Background: an optimization exercise with open tools, aiming at small area, a short achievable clock period and few clock cycles per item. Do not read the settings as production practice.
Where RTL was checked, it was by simulation tests only, not by an equivalence proof against the original.

## BSW
module BSW (
    clk, rst, start,
    i_Q, i_R,
    o_Q_al,
    o_R_al,
    detail_info,
    done
);
    input clk, rst;
    input  [2:0] i_Q, i_R;
    input  start;
    output [2:0] o_Q_al, o_R_al;
    output [8:0] detail_info;
    output done;
    localparam [1:0] C_STOP = 2'd0, C_I = 2'd1, C_D = 2'd2, C_G = 2'd3;
    function ge8;
        input [7:0] a, b;
        reg [7:0] g, l;
        reg [3:0] g1, l1;
        reg [1:0] g2, l2;
        integer t;
        begin
            g = a & ~b;
            l = ~a & b;
            for (t = 0; t < 4; t = t + 1) begin
                g1[t] = g[2*t+1] | (~l[2*t+1] & g[2*t]);
                l1[t] = l[2*t+1] | (~g[2*t+1] & l[2*t]);
            end
            for (t = 0; t < 2; t = t + 1) begin
                g2[t] = g1[2*t+1] | (~l1[2*t+1] & g1[2*t]);
                l2[t] = l1[2*t+1] | (~g1[2*t+1] & l1[2*t]);
            end
            ge8 = ~(l2[1] | (~g2[1] & l2[0]));
        end
    endfunction
    function [11:0] pe_cell;
        input [3:0] ta, tb;
        input noA, noB, mt, c0, c1;
        reg aGEb, selM, sat, hz;
        reg [3:0] tmx;
        reg [2:0] tu, tv;
        reg [1:0] v, code;
        reg [3:0] tdl, tdu;
        reg [4:0] xv;         
        begin
            if (noA) begin
                aGEb = 1'b0; tmx = tb;
            end else if (noB) begin
                aGEb = 1'b1; tmx = ta;
            end else begin
                aGEb = &(ta | ~tb); tmx = ta | tb;
            end
            selM = mt ? tmx[3] : tmx[0];
            tu   = selM ? tmx[3:1] : (mt ? 3'b111 : 3'b000);
            sat  = c0 & ~tu[0];
            tv   = {tu[2:1], tu[0] | sat};
  ...
make LEC_CHECK=0 ABC_AREA=1 CAP_MARGIN=50 CORE_MARGIN=2 CORE_UTILIZATION=40 CTS_BUF_LIST=sky130_fd_sc_hd__clkbuf_8 SLEW_MARGIN=50 finish   # period 24.0 ns
run.sh (not shown) runs the stock make flow with config.mk's settings and CLKGATE_MAP_FILE= SYNTH_SCRIPT=/design/flow/synth_recipe.tcl, a recipe that flattens the netlist after the stock synthesis.
Testbench counts at the start, summed over its fixed seeds: cycles 49,099, items 320.
Edit:
--- a/flow/config.mk
+++ b/flow/config.mk
@@ -10,4 +10,3 @@
 export CORE_MARGIN = 2
-export CORE_UTILIZATION = 40
-export CTS_BUF_LIST = sky130_fd_sc_hd__clkbuf_8
+export CORE_UTILIZATION = 60
 export SLEW_MARGIN = 50
- global-route usage rises by 10 points
- worst setup slack gains 0.23 ns
- via count falls by 1.0%
- cell area falls by 1.4%
- area after synthesis does not change
- final cell count falls by 9.0%
- sequential share of layout area rises by 0.69 points
- flip-flop and latch count does not change
- utilization rises by 22 points
Edit:
--- a/flow/config.mk
+++ b/flow/config.mk
@@ -10,3 +10,3 @@
 export CORE_MARGIN = 2
-export CORE_UTILIZATION = 60
+export CORE_UTILIZATION = 40
 export SLEW_MARGIN = 50
Effect:
- worst setup slack degrades by 0.068 ns
- worst hold slack improved by 0.024 ns

========
Another version of the RTL of BSW (not shown whole).
For scale: roughly 25 I/O pins, ~0.084 mm² of cells after synthesis.
Settings: LEC_CHECK=0, ABC_AREA=1, CAP_MARGIN=20, CORE_MARGIN=2, CORE_UTILIZATION=40, CTS_CLUSTER_DIAMETER=80, CTS_CLUSTER_SIZE=30, SLEW_MARGIN=20; clock period 24.0 ns.
standard.sh (not shown) runs the stock make flow with config.mk's settings and CLKGATE_MAP_FILE= SYNTH_SCRIPT=/design/flow/synth_recipe.tcl, a recipe that flattens the netlist after the stock synthesis.
==> flow/flow/run.sh <==
#!/bin/bash
# Standard layout, with the port buffers made of buf_4 cells instead of the
# cell buffer_ports picks by default, and timing repair aiming at 18.2 ns of
# setup slack (the clock period stays the design's). Make's full output goes
# to flow.log; each tool's own logs stay under orfs/logs.
set -euo pipefail
export BUFFER_PORTS_ARGS="-buffer_cell sky130_fd_sc_hd__buf_4"
export SETUP_SLACK_MARGIN=18.2
bash standard.sh > flow.log 2>&1
Next try:
- CTS_CLUSTER_SIZE: 30 -> 25
The new run finished with timing, DRC and antenna clean.
Clock skew drops by 10 ps.
Cell area stays flat.
Global-route usage stays flat.
Next try:
==> flow/flow/run.sh (replaced) <==
#!/bin/bash
# Standard layout, with these changes: the output flip-flops get their
# cell type's strongest drive (flow/upsize.tcl, after synthesis), the port
# buffers are buf_4 cells, and timing repair aims at 18.2 ns of setup slack
# (the clock period stays the design's). Each tool's output goes to a log
# here; the flow's own logs stay under orfs/logs.
set -euo pipefail
export BUFFER_PORTS_ARGS="-buffer_cell sky130_fd_sc_hd__buf_4"
export SETUP_SLACK_MARGIN=18.2
bash standard.sh synth > synth.log 2>&1
RES=orfs/results/$FLOW_PLATFORM/BSW/base openroad -no_init -exit flow/upsize.tcl > upsize.log 2>&1
bash standard.sh > flow.log 2>&1
==> flow/flow/upsize.tcl (new file) <==
# Give the flip-flops that drive the output ports the strongest drive of
# their own cell type (only the drive strength changes).
read_db $::env(RES)/1_synth.odb
foreach inst [get_cells *] {
  set name [get_full_name $inst]
  set ref [get_property $inst ref_name]
  if {[regexp {^(done_r|oq\[|orr\[|det\[)} $name]} {
    if {$ref eq "sky130_fd_sc_hd__dfrtp_1"} {
      replace_cell $inst sky130_fd_sc_hd__dfrtp_4
      puts "upsized $name $ref -> dfrtp_4"
    } elseif {$ref eq "sky130_fd_sc_hd__dfxtp_1"} {
      replace_cell $inst sky130_fd_sc_hd__dfxtp_4
      puts "upsized $name $ref -> dfxtp_4"
    }
  }
}
write_db $::env(RES)/1_synth.odb
After rerunning: Worst setup slack stays the same; synthesized area stays the same; flip-flop and latch count stays the same; via count is unchanged; maximum frequency stays the same; cell count does not change; clock skew is unchanged; hold slack does not change; sequential share of layout area does not change.
No run of this note included a check of the RTL's function; only the layout flow was run.

========
amber:
Another version of the RTL of BSW (not shown whole).
Size: about 9400 cells after synthesis, about 2300 flip-flops, roughly 25 I/O pins, roughly 81000 um2 of cells after synthesis.
==> flow/config.mk <==
export PLATFORM = sky130hd
export DESIGN_NAME = BSW
export DESIGN_NICKNAME = BSW
export VERILOG_FILES = /design/flow/design.v
export SDC_FILE = /design/flow/constraint.sdc
export NUM_CORES = 8
export LEC_CHECK = 0
export ABC_AREA = 1
export CAP_MARGIN = 50
export CORE_MARGIN = 2
export CORE_UTILIZATION = 40
export SLEW_MARGIN = 50
==> flow/constraint.sdc <==
create_clock -name core_clock -period 24.0 [get_ports {clk}]
set_input_delay 4.8000 -clock core_clock [delete_from_list [all_inputs] [get_ports {clk}]]
set_output_delay 4.8000 -clock core_clock [all_outputs]
set_load 0.01 [all_outputs]
==> flow/flow/run.sh <==
#!/bin/bash
# Standard layout, with the port buffers made of buf_4 cells instead of the
# cell buffer_ports picks by default. Make's full output goes to flow.log;
# each tool's own logs stay under orfs/logs.
set -euo pipefail
export BUFFER_PORTS_ARGS="-buffer_cell sky130_fd_sc_hd__buf_4"
bash standard.sh > flow.log 2>&1
Testbench counts of amber, summed over its fixed seeds: cycles 48,779, items 320.
The following lists how violet was set up differently from amber:
- putting CTS_CLUSTER_SIZE at 30 where nothing was set
- putting CTS_CLUSTER_DIAMETER at 60 where nothing was set
==> run summary <==
- violet vs. amber: final design area excluding fillers has decreased; core utilization has decreased.
Input-level comparison between delta and violet:
- CTS_CLUSTER_SIZE now 25, was 30
- CTS_CLUSTER_DIAMETER now 80, was 60
Results
Clock-buffer cell count came out lower on delta than on violet.
Worst-case reg-to-reg path depth ends up lower on delta.
### delta -> umber
- CAP_MARGIN: 50 -> 20
- SLEW_MARGIN: 50 -> 20
## What came out
umber and delta ended up with nearly the same clock period minus worst slack.
Against delta, design area in umber fell slightly.
umber against delta: post-detailed-route wirelength per cell essentially unchanged.
--- input diff umber..lagoon ---
- a change of CAP_MARGIN from 20 to 50
- a change of SLEW_MARGIN from 20 to 50
- a change of CTS_CLUSTER_SIZE from 25 to 30
Notes after the runs:
NOTE: tightest slew margin relative to the limit in lagoon exceeds that of umber. Summary of lagoon over umber: post-placement cell area has increased, area added between synthesis and finish has increased. umber -> lagoon: storage element area flat. Per the comparison of lagoon with umber, clock period minus final worst setup slack lower; die outline area shows no meaningful change; cell count flat; starting density of the core roughly the same.

## separate check: timing with driven ports
Ports are ideal in the flow. The routed layouts listed here were re-timed in OpenROAD.
Step 1 (the two cells are an assumption about what drives the block):
set clk [get_ports {clk}]
set_driving_cell -lib_cell sky130_fd_sc_hd__clkbuf_16 $clk
set_driving_cell -lib_cell sky130_fd_sc_hd__buf_2 [delete_from_list [all_inputs] $clk]
Step 2 adds t to the input delays and takes it off the output delays; t is the mean of the earliest and latest rising clock arrival at the registers after step 1. Input paths then give back, and output paths get back, about the clock's delay inside the block.
Slacks: ideal ports / drivers / drivers and shift; pairs: ideal ports / drivers.
run	t (ns)	setup slack, ns	slew at the worst register clock pin (ns)
the first run of note 1	1.152	17.068 / 16.982 / 17.400	0.08 / 0.08
the second run of note 1	0.916	17.299 / 17.213 / 17.299	0.07 / 0.07
the third run of note 1	0.967	17.231 / 17.135 / 17.437	0.07 / 0.07
the first run of note 2	0.865	17.750 / 17.662 / 18.322	0.12 / 0.12
the second run of note 2	0.892	17.750 / 17.660 / 18.301	0.10 / 0.10
the third run of note 2	0.892	17.750 / 17.660 / 18.301	0.10 / 0.10
amber	0.968	17.780 / 17.692 / 18.444	0.07 / 0.07
violet	0.930	17.822 / 17.730 / 18.461	0.11 / 0.11
delta	0.892	17.828 / 17.745 / 18.459	0.10 / 0.10
umber	0.898	17.826 / 17.740 / 18.293	0.10 / 0.10
lagoon	0.872	17.842 / 17.757 / 18.479	0.12 / 0.12
After both steps every run listed still meets setup and hold. The worst setup slack also covers recovery checks on asynchronous resets.
